Context: an optimization exercise on an open-source flow, tuned for small area. The choices shown serve that exercise and are no tape-out recipe. In this exercise RTL edits were held to simulation tests only and were not proved equivalent to the original. Power and IR drop assume default switching activity.

`flow/constraint.sdc`:
```
create_clock -name core_clock -period 10.0 [get_ports {clk}]
set_input_delay 2.0000 -clock core_clock [delete_from_list [all_inputs] [get_ports {clk}]]
set_output_delay 2.0000 -clock core_clock [all_outputs]
set_load 0.01 [all_outputs]
```
`flow/flow/run.sh`:
```
#!/bin/bash
# Layout flow: the standard flow (standard.sh: the standard synthesis and
# ORFS place and route) with three changes to how the layout is made:
#  - ports are buffered with buf_1 instead of a delay cell,
#  - clock tree synthesis uses no dummy loads,
#  - clock tree buffers are clkbuf_8, with clusters of up to 19 sinks.
# Every tool's output is kept in a log file in this folder.
set -e
export BUFFER_PORTS_ARGS="-buffer_cell sky130_fd_sc_hd__buf_1"
export CTS_ARGS="-sink_clustering_enable -repair_clock_nets -dont_use_dummy_load -sink_clustering_size 19 -sink_clustering_max_diameter 50 -buf_list {sky130_fd_sc_hd__clkbuf_8}"
bash standard.sh > standard_flow.log 2>&1
```
`flow/standard.sh`:
```
#!/bin/bash
# synth_recipe.tcl (not shown) runs the flow's synth.tcl, then flattens the netlist and writes it again
# the make line also repeats each setting of config.mk as NAME=value (left out here)
make -C /OpenROAD-flow-scripts/flow DESIGN_CONFIG=/design/flow/config.mk WORK_HOME=/design/flow/orfs CLKGATE_MAP_FILE= SYNTH_SCRIPT=/design/flow/synth_recipe.tcl "${@:-finish}"
```
`flow/design.v`:
```
module registrars_bank (
  input        clk,
  input        rst,
  input  [7:0] wd3,
  input  [2:0] wa3,
  input        we3,
  input  [2:0] ra1, ra2,
  output [7:0] rd1, rd2,
  output [7:0] saida_1, saida_2, saida_3, saida_4, saida_5, saida_6, saida_7);
  wire [8*8-1:0] x;
  assign x[7:0] = 8'd0;
  wire [7:0] wsel = {7'd0, we3} << wa3;
  wire [7:0] sel1 = 8'd1 << ra1;
  wire [7:0] sel2 = 8'd1 << ra2;
  genvar k, b;
  generate
    for (k = 1; k < 8; k = k + 1) begin : reg_g
      wire we = wsel[k];
      wire hold = ~wsel[k];
      for (b = 0; b < 8; b = b + 1) begin : bit_g
        reg_bit u (.clk(clk), .rst(rst), .we(we), .hold(hold), .d(wd3[b]),
          .q(x[8*k + b]));
      end
    end
    for (b = 0; b < 8; b = b + 1) begin : rd_g
      reg_rd_bit p1 (.s(sel1[7:1]), .d({x[56+b], x[48+b], x[40+b], x[32+b],
        x[24+b], x[16+b], x[8+b]}), .q(rd1[b]));
      reg_rd_bit p2 (.s(sel2[7:1]), .d({x[56+b], x[48+b], x[40+b], x[32+b],
        x[24+b], x[16+b], x[8+b]}), .q(rd2[b]));
    end
  endgenerate
  assign saida_1 = x[15:8];  assign saida_2 = x[23:16];
  assign saida_3 = x[31:24]; assign saida_4 = x[39:32];
  assign saida_5 = x[47:40]; assign saida_6 = x[55:48];
  assign saida_7 = x[63:56];
endmodule
module reg_bit (
  input      clk,
  input      rst,
  input      we,
  input      hold,
  input      d,
  output reg q);
  always @(posedge clk or negedge rst)
    if (!rst) q <= 1'b0;
    else q <= (d & we) | (q & hold);
endmodule
module reg_rd_bit (
  input  [6:0] s,
  input  [6:0] d,
  output       q);
  assign q = |(s & d);
endmodule
module Data_mem (
  input        clk,
  input        rst,       
  input  [7:0] A,
  input  [7:0] WD,
  input        WE,
  input  [7:0] sw_in,
  output [7:0] RD);
  reg written;
  always @(posedge clk or negedge rst)
    if (!rst) written <= 1'b0;
    else if (WE) written <= 1'b1;
  wire clr_n = ~(WE & ~written);
  wire [15:0] lo    = 16'b1 << A[3:0];
  wire [15:0] hi    = 16'b1 << A[7:4];
  wire [15:0] hi_rd = hi & {lo[15] | written, {15{written}}};
  wire [15:0] hi_wr = hi & {16{WE}};
  wire [7:0] wd_n = ~WD;
  wire [8*256-1:0] data_n;
  assign data_n[8*255 +: 8] = ~sw_in;
  wire [15:0] lo_n = ~lo;
  genvar i;
  generate
    for (i = 0; i < 255; i = i + 1) begin : byte_g
      wire we_n, hold_n;
      mem_dec dec (.lo(lo[i % 16]), .hi_wr(hi_wr[i / 16]), .we_n(we_n));
      mem_hold hld (.we_n(we_n), .clr_n(clr_n), .hold_n(hold_n));
      mem_byte u (.clk(clk), .we_n(we_n), .hold_n(hold_n), .d_n(wd_n),
        .q_n(data_n[8*i +: 8]));
    end
  endgenerate
  generate
    for (i = 0; i < 8; i = i + 1) begin : rd_g
      wire [15:0] grp_n;
      genvar g, k;
      for (g = 0; g < 16; g = g + 1) begin : grp_g
        wire [15:0] col_n;
        for (k = 0; k < 16; k = k + 1) begin : col_g
          assign col_n[k] = data_n[8*(16*g + k) + i];
        end
        mem_rd_grp r (.lo_n(lo_n), .d_n(col_n), .hi(hi_rd[g]),
          .y_n(grp_n[g]));
      end
      mem_rd_fin f (.y_n(grp_n), .q(RD[i]));
    end
  endgenerate
endmodule
module mem_dec (
  input  lo, hi_wr,
  output we_n);
  assign we_n = ~(lo & hi_wr);
endmodule
module mem_hold (
  input  we_n, clr_n,
  output hold_n);
  assign hold_n = ~(we_n & clr_n);
endmodule
module mem_byte (
  input        clk,
  input        we_n,
  input        hold_n,
  input  [7:0] d_n,
  output [7:0] q_n);
  genvar b;
  generate
    for (b = 0; b < 8; b = b + 1) begin : bit_g
      mem_bit u (.clk(clk), .we_n(we_n), .hold_n(hold_n), .d_n(d_n[b]),
        .q_n(q_n[b]));
    end
  endgenerate
endmodule
module mem_bit (
  input      clk,
  input      we_n,
  input      hold_n,
  input      d_n,
  output reg q_n);
  always @(posedge clk)
    q_n <= (d_n | we_n) & (q_n | hold_n);
endmodule
module mem_rd_grp (
  input  [15:0] lo_n,
  input  [15:0] d_n,
  input         hi,
  output        y_n);
  assign y_n = ~(hi & ~&(lo_n | d_n));
endmodule
module mem_rd_fin (
  input  [15:0] y_n,
  output        q);
  assign q = ~&y_n;
endmodule
`default_nettype none
module lasd_cpu (
input wire clk,
input wire rst_n,
output wire [7:0] instr_addr,
input wire [31:0] instr,
input wire [7:0] sw_in,
output wire [7:0] data_out,
output wire [7:0] reg_x1, reg_x2, reg_x3, reg_x4, reg_x5, reg_x6, reg_x7
);
wire [6:0] op = instr[6:0];
wire [2:0] f3 = instr[14:12];
wire [6:0] f7 = instr[31:25];
wire f3_0  = (f3 == 3'b000);
wire f7_0  = (f7 == 7'b0000000);
wire opR   = (op == 7'b0110011);
wire isR   = opR & ((f7_0 & (f3 != 3'b001) & (f3 != 3'b011)) |
                    ((f7 == 7'b0100000) & f3_0));
wire isI   = (op == 7'b0010011) & (f3_0 | (f3 == 3'b110) | (f3 == 3'b111));
wire isL   = (op == 7'b0000011) & f3_0;
wire isS   = (op == 7'b0100011) & f3_0;
wire isB   = (op == 7'b1100011) & f3_0;
wire isJ   = (op == 7'b1101111);
wire isJR  = (op == 7'b1100111) & f3_0;
wire imm_sb = op[5] & ~op[2];               
wire src_r  = op[5] & op[4];                
wire a_pc   = op[6] & (op[3] | ~op[2]);     
wire sub    = instr[30] | instr[13];        
wire [7:0] pc;
wire [7:0] r1, r2;
wire [7:0] imm;
assign imm[7:5] = instr[27:25];
assign imm[4:1] = imm_sb ? instr[11:8] : instr[24:21];
assign imm[0]   = imm_sb ? (~op[6] & instr[7]) : (~op[3] & instr[20]);
wire [7:0] b    = src_r ? r2 : imm;
wire [7:0] a    = a_pc ? pc : r1;
wire       cin  = src_r & sub;
wire [8:0] sum9 = {1'b0, a} + {1'b0, b ^ {8{cin}}} + {8'd0, cin};
wire [7:0] sum  = sum9[7:0];
wire       ltu  = ~sum9[8];
wire [7:0] imm_ls;
assign imm_ls[7:5] = instr[27:25];
assign imm_ls[4:1] = op[5] ? instr[11:8] : instr[24:21];
assign imm_ls[0]   = op[5] ? instr[7] : instr[20];
wire [7:0] addr = r1 + imm_ls;
wire [7:0] srl  = (|b[7:3]) ? 8'd0 : (r1 >> b[2:0]);
reg [7:0] alu;
always @(*) begin
  case (f3)
    3'b111:  alu = r1 & b;
    3'b110:  alu = r1 | b;
    3'b100:  alu = r1 ^ b;
    3'b010:  alu = {7'd0, ltu};
    3'b101:  alu = srl;
    default: alu = sum;
  endcase
end
wire [7:0] pc4 = {pc[7:2] + 6'd1, pc[1:0]};
wire [7:0] ld;
Data_mem memoria_dados (.clk(clk), .rst(rst_n), .A(addr), .WD(r2), .WE(isS),
  .sw_in(sw_in), .RD(ld));
wire [7:0] wd = op[4] ? alu : (op[2] ? pc4 : ld);
wire       we = isR | isI | isL | isJ;
registrars_bank registradores (.clk(clk), .rst(rst_n), .wd3(wd),
  .wa3(instr[9:7]), .we3(we), .ra1(instr[17:15]), .ra2(instr[22:20]),
  .rd1(r1), .rd2(r2),
  .saida_1(reg_x1), .saida_2(reg_x2), .saida_3(reg_x3), .saida_4(reg_x4),
  .saida_5(reg_x5), .saida_6(reg_x6), .saida_7(reg_x7));
wire eq    = (r1 == r2);
wire taken = isJ | isJR | (isB & eq);
reg [7:0] pc_q;
reg [7:0] out_q;
always @(posedge clk or negedge rst_n)
  if (!rst_n) begin
    pc_q  <= 8'd0;
    out_q <= 8'd0;
  end else begin
    pc_q <= taken ? sum : pc4;
    if (isS & (addr == 8'hFF)) out_q <= r2;
  end
assign pc = pc_q;
assign instr_addr = pc_q;
assign data_out = out_q;
endmodule
`default_nettype wire
```
`flow/config.mk`:
```
export PLATFORM = sky130hd
export DESIGN_NAME = lasd_cpu
export DESIGN_NICKNAME = lasd_cpu
export VERILOG_FILES = /design/flow/design.v
export SDC_FILE = /design/flow/constraint.sdc
export NUM_CORES = 4
export LEC_CHECK = 0
export CAP_MARGIN = 10
export CORE_MARGIN = 2
export CORE_UTILIZATION = 40
export GPL_TIMING_DRIVEN = 0
export SLEW_MARGIN = 10
export SYNTH_HIERARCHICAL = 1
```
==> out/metrics.csv, run 1 <==
stage,metric,value,unit
power,P per Cell Area,182,nW/um^2
clocking,clock buffer depth,3,
critical_path,R2R Path Start,registradores.reg_g[1].bit_g[0].u.q,
floorplanning,Die Footprint,195000,um^2
critical_path,Worst setup EP type,register,
detailed_routing,met3 WL post-DR,20800,um
global_route,number of global-route vias before repair,62431,
detailed_routing,DRC Markers,0,
detailed_routing,highest metal used,met5,
floorplanning,Starting Density,40.3,%
final_layout,fill cell count,17845,
sta,Slew Limit Fails,0,
floorplanning,Rows,160,
detailed_routing,wl on met1,118000,um
detailed_routing,Total Wirelength,268000,um
yosys,"top cells by count, synth","dfxtp_1 (2040), o22a_1 (2040), o22ai_1 (1029)",
outcome,status,"complete, no violations",
floorplanning,Die X-Extent,442,um
yosys,Most used DFF post-synth,dfxtp_1,
floorplanning,# IOs,114,
yosys,Async SR Flop Fraction,3.45,%
placed_design,RD Place Congestion,0.951,
floorplanning,core area,190000,um^2
yosys,most area-consuming cells after synthesis,"dfxtp_1 (53%), o22a_1 (23%), o22ai_1 (8.4%)",
clocking,clock tree from TritonCTS,yes,
clocking,CTS Buf Count,174,
yosys,Synth area leader,dfxtp_1,
global_route,first-pass GRT wire length,399000,um
clocking,number of H-tree levels,4,
clocking,Clock transition at path regs,60,ps
critical_path,critical path required time,10810,ps
critical_path,crit path kind,in -> reg,
yosys,Mapped Nets,7191,
sta,min Tclk post-route,8800,ps
sta,RSZ-0062 raised after global routing,no,
global_route,antenna violations before repair,11,
final_layout,layout cells sized above 1,5.39,%
sta,Setup TNS,0,ps
power,Peak VDD IR,0.151,mV
detailed_routing,Vias/cell,6.56,
yosys,Yosys top cell area share,53.3,%
worst_hold_path,hold path startpoint,memoria_dados.byte_g[126].u.bit_g[4].u.q_n,
sta,Worst Skew,115,ps
sta,f_max,114,MHz
detailed_routing,met2 routed WL,117000,um
detailed_routing,Pre-Repair DR Iteration Count,7,
worst_hold_path,Worst Hold Class,reg -> reg,
global_route,total track usage,26.3,%
yosys,Syn Std Cell Area,76700,um^2
power,Leak,32.8,nW
detailed_routing,routed length per instance,26.7,um
detailed_routing,DR vias,65862,
clocking,post-CTS resize count,0,
yosys,Syn Inst Count,7116,
critical_path,WP data arrival,9610,ps
sta,final hold violations,0,
yosys,Synth Register Bits,2113,
run,max_cap viols,0,
clocking,Worst-Skew Late Latency,990,ps
clocking,root buffer cell,clkbuf_8,
sta,final setup vio count,0,
global_route,grt ovf,0,
detailed_routing,1st-iter DRT viols,6392,
critical_path,Startpoint Class,input pin,
sta,max_slew headroom,18.9,%
yosys,Yosys Warn Count,10,
critical_path,Worst Setup SP,instr[17],
final_layout,Final Core Density,44.8,%
sta,Final Cycle Share,88.0,%
sta,worst slew pin tran,1220,ps
critical_path,crit-path max FO,48,
detailed_routing,Detail Route Antenna Nets,0,
clocking,clock sinks,2113,
clocking,number of hold buffers added after cts,0,
placed_design,PortBufs,110,
yosys,Post-synth EDFFs,0,
placed_design,placed wire-length estimate,176000,um
yosys,"Seq/Total Area, Yosys",55.6,%
final_layout,area grow syn2layout,11.2,%
clocking,setup bufs post-CTS,0,
yosys,distinct cell type count after synthesis,75,
floorplanning,Die Y-Extent,442,um
sta,WHS,461,ps
yosys,syn avg cell area,10.8,um^2
global_route,largest net degree at the start of global routing,109,
final_layout,nets@finish,7596,
-- kinds of logic (layout without fill, tap and decap cells) --
family / Yosys count / after routing / synth area share, %
adder cells (fa/ha/maj): 33 / 33 / 0.558
buffers and inverters: 72 / 475 / 0.421
flip-flops: 2113 / 2113 / 55.6
AND/OR/NAND/NOR: 1544 / 1544 / 8.61
multiplexers: 45 / 45 / 0.663
other: 0 / 6 / 0
AO/OA/AOI/OAI: 3281 / 3281 / 33.8
XOR/XNOR: 28 / 28 / 0.320
-- worst paths after layout --
check | slack, ps | cells past startpoint | endpoint
setup / recovery | 1200 | 21 | registradores.reg_g[5].bit_g[0].u.q
hold / removal | 460 | 1 | memoria_dados.byte_g[126].u.bit_g[4].u.q_n
setup reg to reg | 2380 | 19 | registradores.reg_g[5].bit_g[0].u.q
hold reg to reg | 460 | 1 | memoria_dados.byte_g[126].u.bit_g[4].u.q_n
max in group asynchronous | 8380 | 2 | out_q[2]
min in group asynchronous | 1000 | 1 | out_q[5]
-- where the power goes --
group | internal [mW] | switching [mW]
Sequential | 8.85 | 0.257
Combinational | 0.741 | 1.39
Clock | 1.55 | 2.68
-- final cells by class --
cell class / instances / area, um^2 / share of cell area [%]
timing repair buffer: 229 / 2660 / 3.12
sequential: 2113 / 42700 / 50.1
tap: 2511 / 3140 / 3.69
buffer: 28 / 158 / 0.185
antenna: 6 / 15.0 / 0.0176
clock buffer: 174 / 2390 / 2.81
inverter: 44 / 230 / 0.270
multi-input combinational: 4931 / 34000 / 39.9
-- flip-flops by register name (all words and copies together) (netlist names) --
register	cells
pc_q	8
memoria_dados.written	1
memoria_dados.byte_g.u.bit_g.u.q_n	2040
out_q	8
registradores.reg_g.bit_g.u.q	56
-- modules after synthesis (local to each module, per instance), a selection --
module	cells	copies in the design
lasd_cpu	369	1
reg_bit	2	56
reg_rd_bit	4	16
registrars_bank	32	1
Data_mem	117	1
mem_rd_fin	5	8
mem_dec	1	255
mem_bit	2	2040
mem_hold	1	255
mem_rd_grp	14	128
-- metal layers --
metal / track usage [%] / vias to the layer above
met2: 40.5 / 2724
met4: 11.5 / 4
met3: 4.80 / 561
li1: - / 29604
met1: 36.0 / 32969
met5: 0 / -
-- worst max-delay path: stages --
cell and delay (ps):
buf_1 200, nor3b_1 860, a222oi_1 230, nand3_1 370, ha_1 300, fa_1 230
xor2_1 530, buf_2 430, nor2_1 220, nand3_4 560, buf_16 290, o22ai_1 190
nor2_1 270, nand4_1 380, nand2_1 180, nand4_1 340, or4_1 810, mux2_2 340
o22ai_1 170, a21oi_1 220, a22o_1 340
-- through the flow --
step           instance area, um^2  instances  power, mW  setup WS, ps
6_report                     85200      10036       15.5          1200
3_5_place_dp                 82800       9854       11.4           675
5_1_grt                      85200      10035       16.0          1210
2_1_floorplan                76700       7116       10.4           707
4_1_cts                      85200      10028       15.5          1690
3_3_place_gp                 80200       9737       11.3        -16400
-- placed cells by master, fill, tap and decap left out, types with 13 or more instances in the layout --
master       n
a222oi_1    16
dfrtp_1     73
nand2b_1    14
nor2_1     558
buf_2       14
clkbuf_8   174
buf_16      49
nor2_2      13
nand2_1    668
a22o_1      58
o21ai_0     21
xor2_1      18
ha_1        31
inv_1       32
nand3_1     25
buf_4       22
a21oi_1     32
dfxtp_1   2040
mux2_2      22
o22ai_1   1029
buf_6       27
mux2i_1     20
a22oi_1     36
o22a_1    2040
buf_12      18
buf_1      111
nand4_1    165
==> run 2: changes to the inputs <==
==> flow/flow/run.sh (replaced) <==
#!/bin/bash
# Layout flow: the standard flow (standard.sh: the standard synthesis and
# ORFS place and route) with three changes to how the layout is made:
#  - ports are buffered with buf_1 instead of a delay cell,
#  - clock tree synthesis uses no dummy loads,
#  - clock tree buffers are clkbuf_8, with clusters of up to 16 sinks.
# Every tool's output is kept in a log file in this folder.
set -e
export BUFFER_PORTS_ARGS="-buffer_cell sky130_fd_sc_hd__buf_1"
export CTS_ARGS="-sink_clustering_enable -repair_clock_nets -dont_use_dummy_load -sink_clustering_size 16 -sink_clustering_max_diameter 60 -buf_list {sky130_fd_sc_hd__clkbuf_8}"
bash standard.sh > standard_flow.log 2>&1
==> flow/config.mk (replaced) <==
export PLATFORM = sky130hd
export DESIGN_NAME = lasd_cpu
export DESIGN_NICKNAME = lasd_cpu
export VERILOG_FILES = /design/flow/design.v
export SDC_FILE = /design/flow/constraint.sdc
export NUM_CORES = 4
export LEC_CHECK = 0
export CAP_MARGIN = 20
export CORE_MARGIN = 2
export CORE_UTILIZATION = 35
export SLEW_MARGIN = 20
export SYNTH_HIERARCHICAL = 1
==> out/metrics.csv, run 2 <==
stage,metric,value,unit
floorplanning,Rows,171,
floorplanning,Die Footprint,223000,um^2
detailed_routing,Vias/cell,6.34,
clocking,setup bufs post-CTS,0,
power,Leak,32.4,nW
run,max_cap viols,0,
yosys,Mapped Nets,7191,
critical_path,Reg2Reg Depth,17,
final_layout,nets@finish,7576,
sta,final setup vio count,0,
worst_hold_path,hold path startpoint,memoria_dados.byte_g[131].u.bit_g[1].u.q_n,
floorplanning,core area,217000,um^2
final_layout,max reg flops,2040,
clocking,clock sinks,2113,
power,internal power,11.0,mW
clocking,clock tree from TritonCTS,yes,
critical_path,FF-to-FF End,registradores.reg_g[2].bit_g[0].u.q,
yosys,Syn Std Cell Area,76700,um^2
final_layout,largest register by flop count,memoria_dados.byte_g.u.bit_g.u.q_n,
yosys,Async SR Flop Fraction,3.45,%
clocking,clock buffer depth,3,
critical_path,crit path kind,in -> reg,
global_route,number of global-route vias before repair,62459,
yosys,"top cells by count, synth","dfxtp_1 (2040), o22a_1 (2040), o22ai_1 (1029)",
yosys,distinct cell type count after synthesis,75,
detailed_routing,Detail Route Antenna Nets,0,
sta,min Tclk post-route,8600,ps
yosys,most area-consuming cells after synthesis,"dfxtp_1 (53%), o22a_1 (23%), o22ai_1 (8.4%)",
power,sequential power share,59.3,%
sta,Setup TNS,0,ps
final_layout,largest registers,"memoria_dados.byte_g.u.bit_g.u.q_n (2040), registradores.reg_g.bit_g.u.q (56)",
critical_path,WP data arrival,9460,ps
yosys,Most used DFF post-synth,dfxtp_1,
clocking,CTS Buf Count,165,
worst_hold_path,Worst Hold Class,reg -> reg,
power,Clock power frac,27.0,%
critical_path,Worst Setup SP,instr[17],
sta,max_slew headroom,16.6,%
floorplanning,Starting Density,35.3,%
clocking,post-CTS resize count,0,
clocking,number of H-tree levels,4,
critical_path,Worst setup EP type,register,
floorplanning,# IOs,114,
yosys,Syn Inst Count,7116,
yosys,Synth area leader,dfxtp_1,
placed_design,area of placed instances,82200,um^2
final_layout,layout cells sized above 1,5.08,%
critical_path,crit-path max FO,49,
placed_design,RD Place Congestion,0.925,
power,Total Power,15.4,mW
yosys,Yosys Warn Count,10,
power,P per Cell Area,182,nW/um^2
detailed_routing,Pre-Repair DR Iteration Count,8,
final_layout,"commonest non-fill, non-tap cells in the layout","o22a_1 (2040), dfxtp_1 (2040), o22ai_1 (1028)",
yosys,"Seq/Total Area, Yosys",55.6,%
floorplanning,Die X-Extent,472,um
critical_path,Reg2Reg Setup Slack,2450,ps
critical_path,Startpoint Class,input pin,
sta,Worst Skew,114,ps
global_route,antenna violations before repair,8,
clocking,Worst-Skew Late Latency,960,ps
global_route,largest net degree at the start of global routing,165,
sta,final hold violations,0,
clocking,root buffer cell,clkbuf_8,
power,Switching Fraction,28.2,%
final_layout,area grow syn2layout,10.2,%
critical_path,critical path required time,10870,ps
sta,Slew Limit Fails,0,
detailed_routing,DRC Markers,0,
final_layout,"Design Area, Final",84500,um^2
sta,f_max,116,MHz
power,Switch Pwr,4.34,mW
placed_design,placed wire-length estimate,172000,um
critical_path,R2R Path Start,registradores.reg_g[1].bit_g[0].u.q,
clocking,Clock transition at path regs,70,ps
yosys,Synth Register Bits,2113,
global_route,grt ovf,0,
power,combinational cell fraction of total power,13.7,%
critical_path,Critical Path End,registradores.reg_g[2].bit_g[0].u.q,
detailed_routing,Total Wirelength,270000,um
final_layout,Non-Filler Instances,10359,
detailed_routing,1st-iter DRT viols,6900,
global_route,first-pass GRT wire length,399000,um
global_route,total track usage,23.1,%
yosys,syn avg cell area,10.8,um^2
placed_design,dpl cells,10188,
outcome,status,"complete, no violations",
floorplanning,Die Y-Extent,472,um
detailed_routing,routed length per instance,26.0,um
yosys,Yosys top cell area share,53.3,%
yosys,Post-synth EDFFs,0,
sta,RSZ-0062 raised after global routing,no,
power,Peak VDD IR,0.118,mV
sta,Final Cycle Share,86.0,%
clocking,number of hold buffers added after cts,0,
sta,worst slew pin tran,1250,ps
placed_design,PortBufs,111,
detailed_routing,DR vias,65637,
## run 2: cell types whose count changed in the layout (fill, tap and decap cells not counted), sizes merged
cell	before	now
clkbuf	182	166
buf	249	245
## run 2: power by group through the flow
stage                     clock (mW)  sequential, mW  combinational, mW
after floorplan                    0            9.23               1.21
after global placement             0            9.28               2.03
after detailed placement           0            9.29               2.06
after CTS                       4.25            9.10               2.07
after global routing            4.54            9.16               2.22
final                           4.15            9.11               2.11
## run 2: worst max-delay path, stage by stage
cell and delay (ps):
buf_1 210, nor3b_1 770, a222oi_1 240, nand3_1 390
ha_1 300, fa_1 270, xor2_2 800, nand4_1 1120
buf_12 540, o22ai_1 210, nor2_1 90, nand4_1 220
nand2_1 90, nand4_1 410, or4_1 330, mux2_2 200
o22ai_1 70, a21oi_1 820, a22o_1 280
## run 2: how the worst min path moves through the flow
stage / to / depth (start not counted) / slack (ps)
2_1_floorplan: memoria_dados.byte_g[0].u.bit_g[0].u.q_n / 1 / 440
3_3_place_gp: memoria_dados.byte_g[55].u.bit_g[0].u.q_n / 1 / 440
3_5_place_dp: memoria_dados.byte_g[103].u.bit_g[5].u.q_n / 1 / 450
4_1_cts: memoria_dados.byte_g[138].u.bit_g[7].u.q_n / 1 / 460
5_1_grt: memoria_dados.byte_g[10].u.bit_g[3].u.q_n / 1 / 480
6_report: memoria_dados.byte_g[131].u.bit_g[1].u.q_n / 1 / 460
## run 2: logic make-up after synthesis
logic type,count (synthesis),synth area share [%]
compound gates,3281,33.8
xor+xnor,28,0.320
fa+ha+maj,33,0.558
buf+inv,72,0.421
flops,2113,55.6
mux,45,0.663
simple gates,1544,8.61
## run 2: stage by stage
step	hold WS (ps)	worst slack (ps)	util [%]
final	465	1400	38.9
after CTS	463	1740	38.9
after global placement	443	821	37.8
after global routing	481	1320	38.9
after detailed placement	451	744	37.8
after floorplan	437	707	-
## run 2: Yosys stat by module, one instance, submodules excluded, a selection
module | cells | times used | area (um^2) | flip-flops and latches
lasd_cpu | 369 | 1 | 2950 | 16
Data_mem | 117 | 1 | 567 | 1
registrars_bank | 32 | 1 | 292 | 0
mem_rd_grp | 14 | 128 | 75.1 | 0
reg_bit | 2 | 56 | 33.8 | 1
mem_rd_fin | 5 | 8 | 32.5 | 0
reg_rd_bit | 4 | 16 | 30.0 | 0
mem_bit | 2 | 2040 | 28.8 | 1
mem_dec | 1 | 255 | 3.75 | 0
mem_hold | 1 | 255 | 3.75 | 0
## run 2: layer usage
metal  GRT usage, %  routed length (um)  up-vias
li1               -                   -    29488
met1           31.9              120000    32886
met2           36.1              120000     2732
met3           3.60               20000      527
met4           9.45               10600        4
met5              0                  29        -
## run 2: final cells by class
class                           count  area (um^2)
Timing Repair Buffer              246         1810
Inverter                           44          228
Tap cell                         2854         3570
Clock buffer                      165         2270
Fill cell                       21222       133000
Antenna cell                        6         15.0
Sequential cell                  2113        42700
Multi-Input combinational cell   4931        34000
==> run 3: changes to the inputs <==
--- a/flow/design.v
+++ b/flow/design.v
@@ -136,7 +136,16 @@
   input  [15:0] d_n,
   input         hi,
   output        y_n);
-  assign y_n = ~(hi & ~&(lo_n | d_n));
+  wire [1:0] h;
+  mem_rd_half h0 (.lo_n(lo_n[7:0]),  .d_n(d_n[7:0]),  .y(h[0]));
+  mem_rd_half h1 (.lo_n(lo_n[15:8]), .d_n(d_n[15:8]), .y(h[1]));
+  assign y_n = ~(hi & (h[0] | h[1]));
+endmodule
+module mem_rd_half (
+  input  [7:0] lo_n,
+  input  [7:0] d_n,
+  output       y);
+  assign y = ~&(lo_n | d_n);
 endmodule
 module mem_rd_fin (
   input  [15:0] y_n,
@@ -214,15 +223,19 @@
 wire eq    = (r1 == r2);
 wire taken = isJ | isJR | (isB & eq);
 reg [7:0] pc_q;
-reg [7:0] out_q;
 always @(posedge clk or negedge rst_n)
-  if (!rst_n) begin
-    pc_q  <= 8'd0;
-    out_q <= 8'd0;
-  end else begin
-    pc_q <= taken ? sum : pc4;
-    if (isS & (addr == 8'hFF)) out_q <= r2;
+  if (!rst_n) pc_q <= 8'd0;
+  else pc_q <= taken ? sum : pc4;
+wire       out_we = isS & (addr == 8'hFF);
+wire       out_hold = ~out_we;
+wire [7:0] out_q;
+genvar gi;
+generate
+  for (gi = 0; gi < 8; gi = gi + 1) begin : out_g
+    reg_bit u (.clk(clk), .rst(rst_n), .we(out_we), .hold(out_hold),
+      .d(r2[gi]), .q(out_q[gi]));
   end
+endgenerate
 assign pc = pc_q;
 assign instr_addr = pc_q;
 assign data_out = out_q;
==> out/metrics.csv, run 3 <==
stage,metric,value,unit
power,Clock power frac,27.2,%
final_layout,largest register by flop count,memoria_dados.byte_g.u.bit_g.u.q_n,
sta,Setup TNS,0,ps
sta,RSZ-0062 raised after global routing,no,
detailed_routing,Total Wirelength,271000,um
clocking,clock sinks,2113,
critical_path,Worst setup EP type,register,
clocking,Clock transition at path regs,80,ps
final_layout,max reg flops,2040,
placed_design,dpl cells,9870,
power,Leak,32.9,nW
yosys,"Seq/Total Area, Yosys",56.2,%
yosys,syn avg cell area,11.3,um^2
detailed_routing,1st-iter DRT viols,6288,
clocking,clock buffer depth,3,
detailed_routing,Vias/cell,6.47,
power,Switch Pwr,3.99,mW
worst_hold_path,hold path startpoint,memoria_dados.byte_g[169].u.bit_g[6].u.q_n,
sta,f_max,117,MHz
yosys,Most used DFF post-synth,dfxtp_1,
final_layout,largest registers,"memoria_dados.byte_g.u.bit_g.u.q_n (2040), registradores.reg_g.bit_g.u.q (56)",
global_route,first-pass GRT wire length,400000,um
detailed_routing,Pre-Repair DR Iteration Count,7,
global_route,largest net degree at the start of global routing,153,
power,sequential power share,60.9,%
floorplanning,Rows,171,
outcome,status,"complete, no violations",
final_layout,layout cells sized above 1,6.50,%
clocking,Worst-Skew Late Latency,990,ps
yosys,"top cells by count, synth","dfxtp_1 (2040), o22a_1 (2040), o22ai_1 (1029)",
critical_path,R2R Path Start,registradores.reg_g[1].bit_g[2].u.q,
global_route,number of global-route vias before repair,61802,
detailed_routing,DRC Markers,0,
power,Total Power,14.9,mW
yosys,Async SR Flop Fraction,3.45,%
yosys,Synth area leader,dfxtp_1,
final_layout,nets@finish,7251,
final_layout,"commonest non-fill, non-tap cells in the layout","o22a_1 (2040), dfxtp_1 (2040), o22ai_1 (1029)",
worst_hold_path,Worst Hold Path Cells,1,
critical_path,crit path cell chain,buf_1 > nor3b_1 > a222oi_1 > nand3_1 > ha_1 > a21o_1 > a21oi_1 > xnor2_2 > and2b_1 > nand3_4 > o22ai_1 > or4_1 > o21ai_1 > nand4_1 > or4_1 > nor2_1 > a211oi_1 > or3_1 > o211a_1 > a22o_1,
critical_path,FF-to-FF End,registradores.reg_g[7].bit_g[7].u.q,
critical_path,"most used cell, CP",or4_1,
clocking,clock tree from TritonCTS,yes,
critical_path,Startpoint Class,input pin,
critical_path,crit-path max FO,18,
yosys,Mapped Nets,6785,
sta,min Tclk post-route,8560,ps
yosys,Syn Inst Count,6710,
clocking,number of H-tree levels,4,
critical_path,Reg2Reg Depth,17,
sta,final setup vio count,0,
yosys,Syn Std Cell Area,76000,um^2
floorplanning,Die X-Extent,470,um
critical_path,WP data arrival,9380,ps
critical_path,critical path required time,10820,ps
yosys,Synth Register Bits,2113,
yosys,distinct cell type count after synthesis,78,
yosys,most area-consuming cells after synthesis,"dfxtp_1 (54%), o22a_1 (24%), o22ai_1 (8.5%)",
sta,Worst Skew,105,ps
power,P per Cell Area,177,nW/um^2
sta,max_slew headroom,19.2,%
clocking,setup bufs post-CTS,0,
critical_path,Worst path top cell family by delay,simple AND/OR/NAND/NOR gates,
sta,final hold violations,0,
yosys,Yosys top cell area share,53.8,%
sta,Final Cycle Share,85.6,%
clocking,number of hold buffers added after cts,0,
placed_design,RD Place Congestion,0.925,
sta,Slew Limit Fails,0,
clocking,post-CTS resize count,0,
clocking,CTS Buf Count,158,
critical_path,CP Buf/Inv Count,1,
sta,worst slew pin tran,1210,ps
power,Switching Fraction,26.7,%
worst_hold_path,Worst Hold Class,reg -> reg,
floorplanning,# IOs,114,
detailed_routing,DR vias,64922,
floorplanning,Die Footprint,221000,um^2
critical_path,crit path kind,in -> reg,
yosys,Post-synth EDFFs,0,
placed_design,placed wire-length estimate,174000,um
critical_path,CP max stage delay,830,ps
yosys,Yosys Warn Count,10,
detailed_routing,routed length per instance,27.0,um
critical_path,crit path max-delay cell type,xnor2_2,
power,internal power,11.0,mW
power,Peak VDD IR,0.130,mV
floorplanning,core area,217000,um^2
clocking,root buffer cell,clkbuf_8,
final_layout,area grow syn2layout,11.1,%
final_layout,Non-Filler Instances,10035,
global_route,grt ovf,0,
floorplanning,Die Y-Extent,470,um
run,max_cap viols,0,
detailed_routing,Detail Route Antenna Nets,0,
critical_path,Reg2Reg Setup Slack,2670,ps
power,combinational cell fraction of total power,11.9,%
global_route,antenna violations before repair,13,
global_route,total track usage,23.3,%
worst_hold_path,"Endpoint, Worst Hold",memoria_dados.byte_g[169].u.bit_g[6].u.q_n,
floorplanning,Starting Density,35.1,%
placed_design,PortBufs,111,
[run 3: changes by cell type after synthesis, sizes merged, moves of 5 or more]
cell | previous run | this run
nor2 | 579 | 65
xnor2 | 10 | 20
a21oi | 32 | 25
or4 | 8 | 264
nand2 | 677 | 556
o21ai | 23 | 144
xor2 | 18 | 8
mux2i | 20 | 14
nand2b | 14 | 9
nand4 | 165 | 41
a22o | 58 | 65
mux2 | 23 | 17
[run 3: layout make-up]
type | instances | area [um^2]
well taps | 2854 | 3570
flip-flops and latches | 2113 | 42700
fillers | 21026 | 132000
repair buffers | 332 | 2510
clock buffers | 158 | 2170
diodes | 7 | 17.5
multi-input cells | 4529 | 33300
inverters | 42 | 223
[run 3: logic make-up (layout without fill, tap and decap cells)]
| group | after synthesis | count (layout) | share of synthesized area, % |
|---|---|---|---|
| muxes | 35 | 35 | 0.560 |
| adders and majority gates | 33 | 33 | 0.563 |
| other | 0 | 7 | 0 |
| AOI/OAI and AO/OA | 3396 | 3396 | 34.9 |
| DFF | 2113 | 2113 | 56.2 |
| buffers and inverters | 68 | 532 | 0.431 |
| and+or+nand+nor | 1037 | 1037 | 7.05 |
| xor gates and xnor gates | 28 | 28 | 0.323 |
[run 3: power by group through the flow]
stage	clock, mW	sequential [mW]	combinational (mW)
after floorplan	0	9.22	1.05
after global placement	0	9.27	1.71
after detailed placement	0	9.29	1.74
after CTS	4.18	9.09	1.74
after global routing	4.47	9.15	1.87
final	4.06	9.10	1.78
[run 3: metrics by stage]
stage               worst slack (ps)  hold WS [ps]  instance area (um^2)  util (%)
floorplan                        712           437                 76000         -
global route                    1200           483                 84400      39.0
CTS                             1850           467                 84400      39.0
finish                          1440           465                 84400      39.0
detailed placement               829           451                 82200      38.0
global placement                 980           443                 82200      38.0
[run 3: worst max path at each step]
stage               startpoint                                  end  slack, ps  cells past startpoint
floorplan            instr[16]  registradores.reg_g[1].bit_g[2].u.q        710                     18
global placement     instr[15]  registradores.reg_g[6].bit_g[7].u.q        980                     22
detailed placement   instr[15]  registradores.reg_g[1].bit_g[7].u.q        830                     22
CTS                  instr[15]  registradores.reg_g[7].bit_g[7].u.q       1850                     22
global route         instr[15]  registradores.reg_g[5].bit_g[7].u.q       1200                     21
finish               instr[17]  registradores.reg_g[7].bit_g[7].u.q       1440                     20
[run 3: routing by layer]
| layer | vias to the layer above | share of wire [%] | track usage [%] |
|---|---|---|---|
| li1 | 28865 | - | - |
| met1 | 32605 | 43 | 31.4 |
| met2 | 2807 | 44 | 36.3 |
| met3 | 629 | 8.0 | 4.57 |
| met4 | 16 | 4.4 | 10.3 |
| met5 | - | 0.040 | 0 |
[run 3: per-module statistics from Yosys (local to each module, per instance), excerpt]
module | area [um^2] | cells inside | times used | flops+latches
lasd_cpu | 2630 | 331 | 1 | 8
mem_bit | 28.8 | 2 | 2040 | 1
mem_dec | 3.75 | 1 | 255 | 0
mem_hold | 3.75 | 1 | 255 | 0
mem_rd_grp | 5.00 | 1 | 128 | 0
mem_rd_half | 32.5 | 5 | 256 | 0
reg_bit | 33.8 | 2 | 64 | 1
reg_rd_bit | 30.0 | 4 | 16 | 0
[run 3: worst reg2reg max path: stages, from the launching register on]
cell,delay (ps)
dfrtp_1,470
a222oi_1,430
nand3_1,270
ha_1,440
a21oi_1,150
xnor2_2,830
and2b_1,410
nand3_4,480
o22ai_1,220
or4_1,500
o21ai_1,390
nand4_1,490
or4_1,810
nor2_1,170
a211oi_1,90
or3_1,410
o211a_1,310
a22o_1,320
==> run 4: changes to the inputs <==
--- a/flow/config.mk
+++ b/flow/config.mk
@@ -8,5 +8,6 @@
 export CAP_MARGIN = 20
 export CORE_MARGIN = 2
 export CORE_UTILIZATION = 35
+export PLACE_DENSITY = 0.7
 export SLEW_MARGIN = 20
 export SYNTH_HIERARCHICAL = 1
==> out/metrics.csv, run 4 <==
stage,metric,value,unit
floorplanning,# IOs,114,
critical_path,crit-path max FO,22,
detailed_routing,met3 WL post-DR,25700,um
worst_hold_path,hold path startpoint,memoria_dados.byte_g[105].u.bit_g[1].u.q_n,
yosys,most area-consuming cells after synthesis,"dfxtp_1 (54%), o22a_1 (24%), o22ai_1 (8.5%)",
yosys,Synth Area in Adders,0.563,%
yosys,Yosys Warn Count,10,
clocking,Clock transition at path regs,100,ps
clocking,number of H-tree levels,4,
critical_path,Reg2Reg Depth,17,
yosys,"Seq/Total Area, Yosys",56.2,%
detailed_routing,DR vias,65704,
critical_path,crit path kind,in -> reg,
sta,final hold violations,0,
detailed_routing,met2 routed WL,116000,um
clocking,post-CTS resize count,0,
final_layout,layout cells sized above 1,5.95,%
detailed_routing,Total Wirelength,262000,um
clocking,clock tree from TritonCTS,yes,
detailed_routing,Pre-Repair DR Iteration Count,9,
floorplanning,core area,217000,um^2
critical_path,Worst setup EP type,register,
yosys,largest family of logic cells by synthesized area,compound AO/OA/AOI/OAI gates,
critical_path,R2R Path Start,registradores.reg_g[1].bit_g[1].u.q,
yosys,Synth area leader,dfxtp_1,
detailed_routing,highest metal used,met5,
global_route,largest net degree at the start of global routing,153,
final_layout,"commonest non-fill, non-tap cells in the layout","o22a_1 (2040), dfxtp_1 (2040), o22ai_1 (1029)",
critical_path,crit path max-delay cell type,nor3b_1,
run,max_cap viols,0,
yosys,"top cells by count, synth","dfxtp_1 (2040), o22a_1 (2040), o22ai_1 (1029)",
yosys,Yosys top cell area share,53.8,%
final_layout,area grow syn2layout,10.7,%
power,Total Power,14.9,mW
global_route,total track usage,22.6,%
critical_path,FF-to-FF End,registradores.reg_g[4].bit_g[0].u.q,
sta,min Tclk post-route,8370,ps
sta,RSZ-0062 raised after global routing,no,
yosys,Simple-Gate Fraction of Synth Area,7.05,%
yosys,distinct cell type count after synthesis,78,
yosys,Synth Area in Compound Gates,34.9,%
placed_design,RD Place Congestion,0.947,
critical_path,Reg2Reg Setup Slack,2770,ps
detailed_routing,wl on met1,109000,um
yosys,Mapped Nets,6785,
yosys,Synth Area in XOR/XNOR,0.323,%
final_layout,fill cell count,20872,
critical_path,critical path required time,10850,ps
floorplanning,Die Footprint,221000,um^2
worst_hold_path,"Endpoint, Worst Hold",memoria_dados.byte_g[105].u.bit_g[1].u.q_n,
sta,Final Cycle Share,83.7,%
sta,worst slew pin tran,1100,ps
clocking,clock buffer depth,3,
sta,f_max,119,MHz
power,Leak,32.7,nW
sta,Slew Limit Fails,0,
final_layout,largest register by flop count,memoria_dados.byte_g.u.bit_g.u.q_n,
sta,Worst Skew,101,ps
detailed_routing,routed length per instance,26.3,um
clocking,root buffer cell,clkbuf_8,
placed_design,Place WS,970,ps
sta,max_slew headroom,26.0,%
global_route,first-pass GRT wire length,392000,um
detailed_routing,Detail Route Antenna Nets,0,
critical_path,Worst Setup SP,instr[15],
placed_design,PortBufs,111,
critical_path,CP max stage delay,760,ps
clocking,Worst-Skew Late Latency,960,ps
yosys,Syn Std Cell Area,76000,um^2
yosys,Most used DFF post-synth,dfxtp_1,
critical_path,Startpoint Class,input pin,
yosys,Synth Register Bits,2113,
clocking,CTS Buf Count,159,
final_layout,nets@finish,7207,
yosys,Post-synth EDFFs,0,
power,Peak VDD IR,0.117,mV
final_layout,largest registers,"memoria_dados.byte_g.u.bit_g.u.q_n (2040), registradores.reg_g.bit_g.u.q (56)",
detailed_routing,1st-iter DRT viols,7442,
worst_hold_path,Worst Hold Class,reg -> reg,
critical_path,crit path cell chain,buf_1 > nor3b_1 > a222oi_1 > nand3_1 > ha_1 > fa_1 > nor2b_1 > nand2_4 > buf_4 > o22ai_1 > or4_1 > o21ai_1 > nand4_1 > or4_1 > mux2_2 > o22ai_1 > a31oi_1 > a22o_1,
placed_design,placed wire-length estimate,168000,um
worst_hold_path,Worst Hold Path Cells,1,
sta,Setup WS post-layout,1630,ps
power,P per Cell Area,177,nW/um^2
clocking,number of hold buffers added after cts,0,
critical_path,Worst path top cell family by delay,simple AND/OR/NAND/NOR gates,
critical_path,WP data arrival,9220,ps
global_route,number of global-route vias before repair,62560,
global_route,antenna violations before repair,18,
sta,final setup vio count,0,
outcome,status,"complete, no violations",
floorplanning,Die Y-Extent,470,um
detailed_routing,DRC Markers,0,
critical_path,CP Buf/Inv Count,2,
floorplanning,Starting Density,35.1,%
floorplanning,Die X-Extent,470,um
clocking,clock sinks,2113,
yosys,syn avg cell area,11.3,um^2
floorplanning,Rows,171,
yosys,post-synthesis mux area share,0.560,%
sta,WHS,461,ps
sta,Setup TNS,0,ps
final_layout,max reg flops,2040,
clocking,setup bufs post-CTS,0,
global_route,grt ovf,0,
yosys,Syn Inst Count,6710,
detailed_routing,Vias/cell,6.58,
yosys,Async SR Flop Fraction,3.45,%
run 4: worst register-to-register path, cell delays in order, from the launching register on:
cell and delay [ps]:
dfrtp_1 450, a222oi_1 500, nand3_1 300, buf_4 270, fa_1 1090, and2b_1 410
nand2_4 500, buf_4 440, buf_4 270, o22ai_1 90, or4_1 470, o21ai_1 240
nand4_1 290, or4_1 720, mux2_2 310, o22ai_1 220, a31oi_1 230, a22o_1 360
run 4: power breakdown:
part,switching [mW],internal [mW]
clock network,2.63,1.42
registers,0.262,8.85
logic,1.08,0.680
run 4: cell type report:
| class | count | area [um^2] | share of cell area (%) |
|---|---|---|---|
| multi-input cells | 4529 | 33300 | 39.5 |
| flip-flops and latches | 2113 | 42700 | 50.7 |
| clock buffers | 159 | 2190 | 2.60 |
| inverters | 42 | 223 | 0.265 |
| diodes | 9 | 22.5 | 0.0268 |
| repair buffers | 287 | 2210 | 2.62 |
| well taps | 2854 | 3570 | 4.24 |
run 4: per-layer routing:
metal / vias to the layer above / GRT usage (%)
met3: 642 / 4.58
met1: 32598 / 30.1
li1: 28820 / -
met4: 14 / 10.4
met5: - / 0
met2: 3630 / 35.1
run 4: Yosys stat by module (local to each module, per instance), a selection:
module | flops+latches | area [um^2] | copies in the design | cells
Data_mem | 1 | 567 | 1 | 117
lasd_cpu | 8 | 2630 | 1 | 331
mem_bit | 1 | 28.8 | 2040 | 2
mem_dec | 0 | 3.75 | 255 | 1
mem_hold | 0 | 3.75 | 255 | 1
mem_rd_fin | 0 | 32.5 | 8 | 5
mem_rd_grp | 0 | 5.00 | 128 | 1
mem_rd_half | 0 | 32.5 | 256 | 5
reg_bit | 1 | 33.8 | 64 | 2
reg_rd_bit | 0 | 30.0 | 16 | 4
registrars_bank | 0 | 292 | 1 | 32
run 4: logic make-up (layout without fill, tap and decap cells):
family                   Yosys count  count (layout)
XOR/XNOR                          28              28
adder cells (fa/ha/maj)           33              33
flip-flops                      2113            2113
multiplexers                      35              35
AO/OA/AOI/OAI                   3396            3396
buffers and inverters             68             488
other                              0               9
AND/OR/NAND/NOR                 1037            1037
run 4: how the worst max path moves through the flow:
stage	end	slack (ps)	cells past startpoint
after floorplan	registradores.reg_g[1].bit_g[2].u.q	710	18
after global placement	registradores.reg_g[4].bit_g[7].u.q	960	19
after detailed placement	registradores.reg_g[4].bit_g[7].u.q	970	19
after CTS	registradores.reg_g[4].bit_g[7].u.q	2010	20
after global routing	registradores.reg_g[7].bit_g[7].u.q	1540	19
final	registradores.reg_g[4].bit_g[0].u.q	1630	18
run 4: per-stage QoR:
stage | instance area (um^2) | utilization (%) | cells
after floorplan | 76000 | - | 6710
after global placement | 81900 | 37.8 | 9825
after detailed placement | 81900 | 37.8 | 9825
after CTS | 84100 | 38.8 | 9984
after global routing | 84100 | 38.9 | 9985
final | 84100 | 38.9 | 9993
==> run 5: changes to the inputs <==
--- a/flow/config.mk
+++ b/flow/config.mk
@@ -8,6 +8,6 @@
 export CAP_MARGIN = 20
 export CORE_MARGIN = 2
 export CORE_UTILIZATION = 35
-export PLACE_DENSITY = 0.7
+export PLACE_DENSITY = 0.8
 export SLEW_MARGIN = 20
 export SYNTH_HIERARCHICAL = 1
==> out/metrics.csv, run 5 <==
stage,metric,value,unit
clocking,CTS Buf Count,155,
final_layout,"commonest non-fill, non-tap cells in the layout","o22a_1 (2040), dfxtp_1 (2040), o22ai_1 (1029)",
clocking,clock tree from TritonCTS,yes,
clocking,post-CTS resize count,0,
yosys,distinct cell type count after synthesis,78,
yosys,most area-consuming cells after synthesis,"dfxtp_1 (54%), o22a_1 (24%), o22ai_1 (8.5%)",
sta,worst slew pin tran,1240,ps
detailed_routing,Pre-Repair DR Iteration Count,6,
floorplanning,Die X-Extent,470,um
global_route,largest net degree at the start of global routing,153,
global_route,antenna violations before repair,15,
final_layout,max reg flops,2040,
detailed_routing,wl on met1,99200,um
critical_path,R2R Path Start,registradores.reg_g[1].bit_g[0].u.q,
yosys,Mapped Nets,6785,
final_layout,fill cell count,20484,
sta,Setup WS post-layout,1810,ps
critical_path,WP data arrival,8970,ps
detailed_routing,met3 WL post-DR,26600,um
worst_hold_path,Worst Hold Path Cells,1,
critical_path,Reg2Reg Depth,21,
floorplanning,Die Y-Extent,470,um
detailed_routing,Total Wirelength,254000,um
yosys,Yosys Warn Count,10,
run,max_cap viols,0,
clocking,root buffer cell,clkbuf_8,
yosys,"top cells by count, synth","dfxtp_1 (2040), o22a_1 (2040), o22ai_1 (1029)",
clocking,Worst-Skew Late Latency,920,ps
sta,f_max,122,MHz
detailed_routing,Vias/cell,6.63,
clocking,clock buffer depth,3,
yosys,Most used DFF post-synth,dfxtp_1,
critical_path,critical path required time,10780,ps
detailed_routing,Detail Route Antenna Nets,0,
sta,max_slew headroom,17.2,%
floorplanning,Rows,171,
critical_path,crit path kind,in -> reg,
global_route,number of global-route vias before repair,62595,
sta,Worst Skew,67.8,ps
placed_design,RD Place Congestion,0.971,
critical_path,crit-path max FO,46,
yosys,syn avg cell area,11.3,um^2
critical_path,Startpoint Class,input pin,
sta,RSZ-0062 raised after global routing,no,
placed_design,Place WS,1210,ps
detailed_routing,met2 routed WL,112000,um
sta,Final Cycle Share,81.9,%
sta,Setup TNS,0,ps
clocking,setup bufs post-CTS,0,
outcome,status,"complete, no violations",
worst_hold_path,"Endpoint, Worst Hold",memoria_dados.byte_g[110].u.bit_g[4].u.q_n,
yosys,Yosys top cell area share,53.8,%
worst_hold_path,Worst Hold Class,reg -> reg,
placed_design,placed wire-length estimate,165000,um
final_layout,nets@finish,7213,
detailed_routing,DR vias,66310,
sta,final hold violations,0,
clocking,clock sinks,2113,
yosys,Post-synth EDFFs,0,
floorplanning,# IOs,114,
final_layout,largest register by flop count,memoria_dados.byte_g.u.bit_g.u.q_n,
power,Peak VDD IR,0.129,mV
yosys,Synth area leader,dfxtp_1,
global_route,grt ovf,0,
floorplanning,core area,217000,um^2
detailed_routing,1st-iter DRT viols,8125,
final_layout,largest registers,"memoria_dados.byte_g.u.bit_g.u.q_n (2040), registradores.reg_g.bit_g.u.q (56)",
global_route,first-pass GRT wire length,382000,um
power,Leak,32.7,nW
sta,Slew Limit Fails,0,
worst_hold_path,hold path startpoint,memoria_dados.byte_g[110].u.bit_g[4].u.q_n,
power,P per Cell Area,176,nW/um^2
clocking,number of hold buffers added after cts,0,
sta,min Tclk post-route,8190,ps
floorplanning,Die Footprint,221000,um^2
critical_path,Reg2Reg Setup Slack,2940,ps
yosys,Syn Inst Count,6710,
critical_path,FF-to-FF End,registradores.reg_g[7].bit_g[7].u.q,
placed_design,PortBufs,111,
final_layout,Final Core Density,38.9,%
clocking,Clock transition at path regs,70,ps
yosys,"Seq/Total Area, Yosys",56.2,%
yosys,Synth Register Bits,2113,
global_route,total track usage,21.7,%
yosys,Async SR Flop Fraction,3.45,%
floorplanning,Starting Density,35.1,%
clocking,number of H-tree levels,4,
detailed_routing,routed length per instance,25.4,um
sta,final setup vio count,0,
critical_path,Worst setup EP type,register,
detailed_routing,highest metal used,met5,
yosys,Syn Std Cell Area,76000,um^2
final_layout,layout cells sized above 1,5.98,%
final_layout,area grow syn2layout,10.7,%
detailed_routing,DRC Markers,0,
[run 5: power by group]
group | switching (mW) | internal, mW | total, mW
registers | 0.265 | 8.85 | 9.11
logic | 1.07 | 0.679 | 1.75
clock network | 2.58 | 1.39 | 3.97
total | 3.92 | 10.9 | 14.8
[run 5: kinds of logic (layout without fill, tap and decap cells)]
family | after synthesis | in the layout | synth area share, %
xor+xnor | 28 | 28 | 0.323
fa+ha+maj | 33 | 33 | 0.563
other cells | 0 | 12 | 0
simple gates | 1037 | 1037 | 7.05
mux | 35 | 35 | 0.560
compound gates | 3396 | 3396 | 34.9
buf+inv | 68 | 494 | 0.431
flops | 2113 | 2113 | 56.2
[run 5: how the worst max path moves through the flow]
stage,startpoint,endpoint,depth (start not counted)
2_1_floorplan,instr[16],registradores.reg_g[1].bit_g[2].u.q,18
3_3_place_gp,instr[15],registradores.reg_g[1].bit_g[7].u.q,24
3_5_place_dp,instr[15],registradores.reg_g[4].bit_g[7].u.q,23
4_1_cts,instr[15],registradores.reg_g[7].bit_g[7].u.q,23
5_1_grt,instr[16],registradores.reg_g[3].bit_g[7].u.q,24
6_report,instr[15],registradores.reg_g[7].bit_g[7].u.q,24
[run 5: worst max-delay path: stages]
cell and delay (ps):
buf_1 150, nor3b_1 180, buf_4 180, a222oi_1 370, nand3_1 130, buf_4 200, ha_1 240, fa_1 430
xor2_1 300, buf_4 320, and2b_1 340, nand3_4 220, buf_12 300, buf_4 330, o22ai_1 130, or4_1 500
o21ai_1 250, nand4_1 340, or4_1 710, nor2_1 180, a211oi_1 100, or3_1 410, o211a_1 300, a22o_1 300
[run 5: routing by layer]
metal	GRT usage, %	up-vias
met3	4.65	899
met4	12.5	12
li1	-	28780
met2	33.9	4070
met5	0	-
met1	27.7	32549
[run 5: final cells by class]
cell class,count,area [um^2],share of cell area (%)
multi-input combinational,4529,33300,39.5
timing repair buffer,297,2250,2.68
inverter,42,223,0.265
antenna,12,30.0,0.0357
tap,2854,3570,4.24
clock buffer,155,2130,2.54
sequential,2113,42700,50.7
[run 5: per-stage QoR]
stage | std cells | hold slack (ps) | total power, mW | area (um^2)
floorplan | 6710 | 437 | 10.3 | 76000
global placement | 9835 | 443 | 10.9 | 82000
detailed placement | 9835 | 451 | 11.0 | 82000
CTS | 9990 | 467 | 14.8 | 84100
global route | 9995 | 480 | 15.3 | 84100
finish | 10002 | 463 | 14.8 | 84100
[run 5: per-module statistics from Yosys, one instance, submodules excluded, excerpt]
module           times used  cells inside  area, um^2  flip-flops and latches
mem_dec                 255             1        3.75                       0
lasd_cpu                  1           331        2630                       8
mem_rd_fin                8             5        32.5                       0
mem_rd_half             256             5        32.5                       0
reg_bit                  64             2        33.8                       1
mem_rd_grp              128             1        5.00                       0
mem_hold                255             1        3.75                       0
mem_bit                2040             2        28.8                       1
reg_rd_bit               16             4        30.0                       0
Data_mem                  1           117         567                       1
registrars_bank           1            32         292                       0
==> run 6: changes to the inputs <==
--- a/flow/config.mk
+++ b/flow/config.mk
@@ -8,6 +8,6 @@
 export CAP_MARGIN = 20
 export CORE_MARGIN = 2
 export CORE_UTILIZATION = 35
-export PLACE_DENSITY = 0.8
+export PLACE_DENSITY = 0.9
 export SLEW_MARGIN = 20
 export SYNTH_HIERARCHICAL = 1
==> out/metrics.csv, run 6 <==
stage,metric,value,unit
final_layout,largest registers,"memoria_dados.byte_g.u.bit_g.u.q_n (2040), registradores.reg_g.bit_g.u.q (56)",
clocking,setup bufs post-CTS,0,
floorplanning,Starting Density,35.1,%
floorplanning,Die Y-Extent,470,um
power,Switch Pwr,3.93,mW
sta,max_slew headroom,9.31,%
global_route,largest net degree at the start of global routing,167,
placed_design,RD Place Congestion,1.03,
critical_path,"most used cell, CP",a21oi_1,
critical_path,Reg2Reg Depth,16,
yosys,Most used DFF post-synth,dfxtp_1,
sta,Slew Limit Fails,0,
yosys,distinct cell type count after synthesis,78,
detailed_routing,routed length per instance,25.4,um
clocking,clock buffer depth,3,
yosys,Async SR Flop Fraction,3.45,%
critical_path,critical path required time,10860,ps
clocking,post-CTS resize count,0,
detailed_routing,Detail Route Antenna Nets,0,
power,P per Cell Area,177,nW/um^2
yosys,Synth area leader,dfxtp_1,
final_layout,largest register by flop count,memoria_dados.byte_g.u.bit_g.u.q_n,
yosys,"Seq/Total Area, Yosys",56.2,%
floorplanning,Rows,171,
sta,Worst Skew,69.2,ps
clocking,Worst-Skew Late Latency,950,ps
sta,Setup TNS,0,ps
yosys,syn avg cell area,11.3,um^2
floorplanning,core area,217000,um^2
critical_path,Reg2Reg Setup Slack,2610,ps
critical_path,CP Buf/Inv Count,3,
clocking,clock sinks,2113,
clocking,number of H-tree levels,4,
global_route,grt ovf,0,
yosys,Post-synth EDFFs,0,
detailed_routing,Vias/cell,6.74,
placed_design,PortBufs,111,
yosys,most area-consuming cells after synthesis,"dfxtp_1 (54%), o22a_1 (24%), o22ai_1 (8.5%)",
final_layout,area of the multi-input gates,33300,um^2
sta,final setup vio count,0,
sta,min Tclk post-route,8620,ps
detailed_routing,Pre-Repair DR Iteration Count,9,
global_route,first-pass GRT wire length,382000,um
detailed_routing,Total Wirelength,253000,um
yosys,Synth Register Bits,2113,
final_layout,layout cells sized above 1,5.41,%
global_route,antenna violations before repair,17,
critical_path,WP data arrival,9480,ps
final_layout,area grow syn2layout,10.4,%
critical_path,Worst path top cell family by delay,compound AO/OA/AOI/OAI gates,
placed_design,placed wire-length estimate,161000,um
final_layout,"commonest non-fill, non-tap cells in the layout","o22a_1 (2040), dfxtp_1 (2040), o22ai_1 (1029)",
critical_path,crit path max-delay cell type,a21oi_1,
sta,RSZ-0062 raised after global routing,no,
power,sequential power share,61.6,%
power,Clock power frac,26.7,%
critical_path,R2R Path Start,registradores.reg_g[1].bit_g[3].u.q,
clocking,Clock transition at path regs,90,ps
detailed_routing,DR vias,67052,
worst_hold_path,Worst Hold Path Cells,1,
detailed_routing,DRC Markers,0,
sta,Setup WS post-layout,1380,ps
final_layout,fill cell count,20027,
critical_path,FF-to-FF End,registradores.reg_g[4].bit_g[2].u.q,
yosys,Yosys top cell area share,53.8,%
critical_path,crit-path max FO,15,
power,internal power,10.9,mW
critical_path,CP max stage delay,940,ps
power,Peak VDD IR,0.154,mV
power,Switching Fraction,26.5,%
global_route,total track usage,21.5,%
yosys,Syn Std Cell Area,76000,um^2
placed_design,Place WS,918,ps
floorplanning,Die Footprint,221000,um^2
floorplanning,Die X-Extent,470,um
yosys,Yosys Warn Count,10,
sta,final hold violations,0,
floorplanning,# IOs,114,
power,Leak,32.5,nW
critical_path,Startpoint Class,input pin,
yosys,"top cells by count, synth","dfxtp_1 (2040), o22a_1 (2040), o22ai_1 (1029)",
clocking,number of hold buffers added after cts,0,
final_layout,nets@finish,7170,
critical_path,crit path cell chain,buf_1 > nor3b_1 > a222oi_1 > nand3_1 > buf_4 > ha_1 > a21o_1 > a21oi_1 > xnor2_2 > nand4_1 > buf_4 > a21oi_1 > o21ai_1 > nand4_1 > or4_1 > nor2_1 > a21oi_1 > nor2_1 > a311oi_2 > a22o_1,
final_layout,FF+latch area,42700,um^2
clocking,CTS Buf Count,152,
worst_hold_path,"Endpoint, Worst Hold",memoria_dados.byte_g[248].u.bit_g[4].u.q_n,
sta,f_max,116,MHz
critical_path,Worst setup EP type,register,
power,combinational cell fraction of total power,11.8,%
sta,worst slew pin tran,1360,ps
worst_hold_path,Worst Hold Class,reg -> reg,
sta,Final Cycle Share,86.2,%
worst_hold_path,hold path startpoint,memoria_dados.byte_g[248].u.bit_g[4].u.q_n,
final_layout,max reg flops,2040,
yosys,Syn Inst Count,6710,
outcome,status,"complete, no violations",
clocking,root buffer cell,clkbuf_8,
run,max_cap viols,0,
critical_path,crit path kind,in -> reg,
clocking,clock tree from TritonCTS,yes,
yosys,Mapped Nets,6785,
global_route,number of global-route vias before repair,63175,
detailed_routing,1st-iter DRT viols,9761,
## run 6: worst max-delay path by stage
stage / from / endpoint / slack [ps] / cells past startpoint
global route: instr[16] / registradores.reg_g[4].bit_g[7].u.q / 1410 / 20
CTS: instr[15] / registradores.reg_g[4].bit_g[7].u.q / 1870 / 22
finish: instr[17] / registradores.reg_g[4].bit_g[2].u.q / 1380 / 20
floorplan: instr[16] / registradores.reg_g[1].bit_g[2].u.q / 710 / 18
detailed placement: instr[15] / registradores.reg_g[4].bit_g[7].u.q / 920 / 22
global placement: instr[16] / registradores.reg_g[4].bit_g[7].u.q / 940 / 22
## run 6: layout make-up
| type | count | area share, % |
|---|---|---|
| repair buffers | 257 | 2.44 |
| flip-flops and latches | 2113 | 50.9 |
| clock buffers | 152 | 2.49 |
| diodes | 8 | 0.0239 |
| inverters | 42 | 0.266 |
| well taps | 2854 | 4.26 |
| multi-input cells | 4529 | 39.7 |
## run 6: power by group through the flow
stage	Combinational, mW	Sequential (mW)	Clock (mW)
2_1_floorplan	1.05	9.22	0
3_3_place_gp	1.61	9.27	0
3_5_place_dp	1.66	9.30	0
4_1_cts	1.67	9.11	3.94
5_1_grt	1.81	9.16	4.24
6_report	1.74	9.12	3.95
## run 6: per-module statistics from Yosys, one instance, submodules excluded, a selection
module | cells inside | flip-flops and latches | times used | cell area [um^2]
Data_mem | 117 | 1 | 1 | 567
lasd_cpu | 331 | 8 | 1 | 2630
mem_bit | 2 | 1 | 2040 | 28.8
mem_dec | 1 | 0 | 255 | 3.75
mem_hold | 1 | 0 | 255 | 3.75
mem_rd_fin | 5 | 0 | 8 | 32.5
mem_rd_grp | 1 | 0 | 128 | 5.00
mem_rd_half | 5 | 0 | 256 | 32.5
reg_bit | 2 | 1 | 64 | 33.8
reg_rd_bit | 4 | 0 | 16 | 30.0
registrars_bank | 32 | 0 | 1 | 292
## run 6: per-stage QoR
stage / std cells / total power [mW] / hold WS (ps) / utilization [%] / area, um^2
after detailed placement: 9794 / 11.0 / 451 / 37.8 / 81700
after floorplan: 6710 / 10.3 / 437 / - / 76000
after CTS: 9946 / 14.7 / 469 / 38.7 / 83800
final: 9955 / 14.8 / 469 / 38.7 / 83900
after global routing: 9950 / 15.2 / 478 / 38.7 / 83900
after global placement: 9793 / 10.9 / 443 / 37.7 / 81700
## run 6: layer usage
metal / wire [um] / vias up / GRT usage, %
li1: - / 28708 / -
met1: 93400 / 32494 / 27.3
met2: 109000 / 4754 / 32.6
met3: 32600 / 1075 / 5.63
met4: 17800 / 21 / 13.5
met5: 194 / - / 0.238
## run 6: logic make-up (layout without fill, tap and decap cells)
kind of cell / after synthesis / after routing / synth area share [%]
buffers and inverters: 68 / 451 / 0.431
AO/OA/AOI/OAI: 3396 / 3396 / 34.9
AND/OR/NAND/NOR: 1037 / 1037 / 7.05
XOR/XNOR: 28 / 28 / 0.323
other: 0 / 8 / 0
adder cells (fa/ha/maj): 33 / 33 / 0.563
multiplexers: 35 / 35 / 0.560
flip-flops: 2113 / 2113 / 56.2
==> run 7: changes to the inputs <==
==> flow/flow/run.sh (replaced) <==
#!/bin/bash
# Layout flow: the standard flow (standard.sh: the standard synthesis and
# ORFS place and route) with three changes to how the layout is made:
#  - ports are buffered with buf_1 instead of a delay cell,
#  - clock tree synthesis uses no dummy loads,
#  - clock tree buffers are clkbuf_8, with clusters of up to 18 sinks.
# Every tool's output is kept in a log file in this folder.
set -e
export BUFFER_PORTS_ARGS="-buffer_cell sky130_fd_sc_hd__buf_1"
export CTS_ARGS="-sink_clustering_enable -repair_clock_nets -dont_use_dummy_load -sink_clustering_size 18 -sink_clustering_max_diameter 60 -buf_list {sky130_fd_sc_hd__clkbuf_8}"
bash standard.sh > standard_flow.log 2>&1
--- a/flow/config.mk
+++ b/flow/config.mk
@@ -8,6 +8,6 @@
 export CAP_MARGIN = 20
 export CORE_MARGIN = 2
 export CORE_UTILIZATION = 35
-export PLACE_DENSITY = 0.9
+export PLACE_DENSITY = 0.85
 export SLEW_MARGIN = 20
 export SYNTH_HIERARCHICAL = 1
==> out/metrics.csv, run 7 <==
stage,metric,value,unit
critical_path,Reg2Reg Setup Slack,2620,ps
yosys,distinct cell type count after synthesis,78,
sta,f_max,118,MHz
sta,final hold violations,0,
critical_path,crit-path max FO,40,
critical_path,Startpoint Class,input pin,
placed_design,RD Place Congestion,0.982,
yosys,Syn Std Cell Area,76000,um^2
global_route,grt ovf,0,
run,max_cap viols,0,
power,combinational cell fraction of total power,11.9,%
final_layout,area grow syn2layout,10.3,%
yosys,Post-synth EDFFs,0,
final_layout,largest register by flop count,memoria_dados.byte_g.u.bit_g.u.q_n,
yosys,"top cells by count, synth","dfxtp_1 (2040), o22a_1 (2040), o22ai_1 (1029)",
floorplanning,Die Footprint,221000,um^2
power,Switching Fraction,26.5,%
floorplanning,Starting Density,35.1,%
floorplanning,Rows,171,
sta,max_slew headroom,11.6,%
global_route,largest net degree at the start of global routing,166,
final_layout,largest registers,"memoria_dados.byte_g.u.bit_g.u.q_n (2040), registradores.reg_g.bit_g.u.q (56)",
final_layout,max reg flops,2040,
detailed_routing,Total Wirelength,256000,um
detailed_routing,DR vias,66647,
outcome,status,"complete, no violations",
yosys,Mapped Nets,6785,
clocking,setup bufs post-CTS,0,
power,Leak,32.5,nW
yosys,Synth area leader,dfxtp_1,
clocking,root buffer cell,clkbuf_8,
clocking,number of hold buffers added after cts,0,
detailed_routing,DRC Markers,0,
yosys,syn avg cell area,11.3,um^2
run 7: worst max-delay path: stages:
cell and delay [ps]:
buf_1 140, nor3b_1 170, buf_4 170, a222oi_1 480
nand3_1 320, ha_1 430, a21oi_1 140, xnor2_2 810
nor2_1 340, nand2_4 420, buf_12 290, o22ai_1 130
or4_1 520, o21ai_1 400, nand4_1 460, or4_1 660
nor2_1 170, a211oi_1 100, or3_1 420, o211a_1 290
a22o_1 290
run 7: power by group through the flow:
stage / logic [mW] / registers [mW] / clock network [mW]
2_1_floorplan: 1.05 / 9.22 / 0
3_3_place_gp: 1.62 / 9.27 / 0
3_5_place_dp: 1.67 / 9.30 / 0
4_1_cts: 1.68 / 9.11 / 3.85
5_1_grt: 1.81 / 9.16 / 4.17
6_report: 1.75 / 9.12 / 3.85
run 7: final cells by class:
| class | instances | area (um^2) |
|---|---|---|
| Clock buffer | 144 | 1980 |
| Tap cell | 2854 | 3570 |
| Timing Repair Buffer | 273 | 2090 |
| Antenna cell | 12 | 30.0 |
| Multi-Input combinational cell | 4529 | 33300 |
| Sequential cell | 2113 | 42700 |
| Fill cell | 20443 | 133000 |
| Inverter | 42 | 223 |
run 7: modules after synthesis, one instance, submodules excluded, a selection:
module / cells / copies in the design / flip-flops and latches / area (um^2)
mem_dec: 1 / 255 / 0 / 3.75
mem_rd_grp: 1 / 128 / 0 / 5.00
mem_rd_fin: 5 / 8 / 0 / 32.5
registrars_bank: 32 / 1 / 0 / 292
reg_rd_bit: 4 / 16 / 0 / 30.0
mem_bit: 2 / 2040 / 1 / 28.8
mem_hold: 1 / 255 / 0 / 3.75
reg_bit: 2 / 64 / 1 / 33.8
mem_rd_half: 5 / 256 / 0 / 32.5
Data_mem: 117 / 1 / 1 / 567
run 7: kinds of logic after synthesis:
logic type	after synthesis	synth area share [%]
multiplexers	35	0.560
AND/OR/NAND/NOR	1037	7.05
adder cells (fa/ha/maj)	33	0.563
AO/OA/AOI/OAI	3396	34.9
XOR/XNOR	28	0.323
buffers and inverters	68	0.431
flip-flops	2113	56.2
run 7: per-stage QoR:
step | std cells | setup WS (ps) | total power [mW] | instance area, um^2 | util, %
after floorplan | 6710 | 712 | 10.3 | 76000 | -
after global placement | 9809 | 1040 | 10.9 | 81800 | 37.8
after detailed placement | 9809 | 982 | 11.0 | 81800 | 37.8
after CTS | 9953 | 1960 | 14.6 | 83700 | 38.7
after global routing | 9956 | 1440 | 15.1 | 83800 | 38.7
final | 9967 | 1550 | 14.7 | 83800 | 38.7
run 7: layer usage:
| layer | vias up | global-route usage, % | wire length (um) |
|---|---|---|---|
| li1 | 28759 | - | - |
| met1 | 32633 | 28.6 | 100000 |
| met2 | 4394 | 33.2 | 111000 |
| met3 | 857 | 4.77 | 29800 |
| met4 | 4 | 12.0 | 14900 |
| met5 | - | 0 | 25 |
run 7: final timing paths:
check,start,endpoint,cells after the start
max in group asynchronous,rst_n,pc_q[2],1
min in group asynchronous,rst_n,registradores.reg_g[2].bit_g[6].u.q,1
setup reg to reg,registradores.reg_g[1].bit_g[2].u.q,registradores.reg_g[6].bit_g[7].u.q,18
hold reg to reg,memoria_dados.byte_g[223].u.bit_g[2].u.q_n,memoria_dados.byte_g[223].u.bit_g[2].u.q_n,1
setup / recovery,instr[15],registradores.reg_g[6].bit_g[7].u.q,21
hold / removal,memoria_dados.byte_g[223].u.bit_g[2].u.q_n,memoria_dados.byte_g[223].u.bit_g[2].u.q_n,1

Check on run 7: ideal ports give 1.549 ns setup slack; a clkbuf_16 on the clock port and buf_2 on the inputs give 1.612 ns; moving port delays by the midpoint clock arrival (0.974 ns) as well gives 0.638 ns.
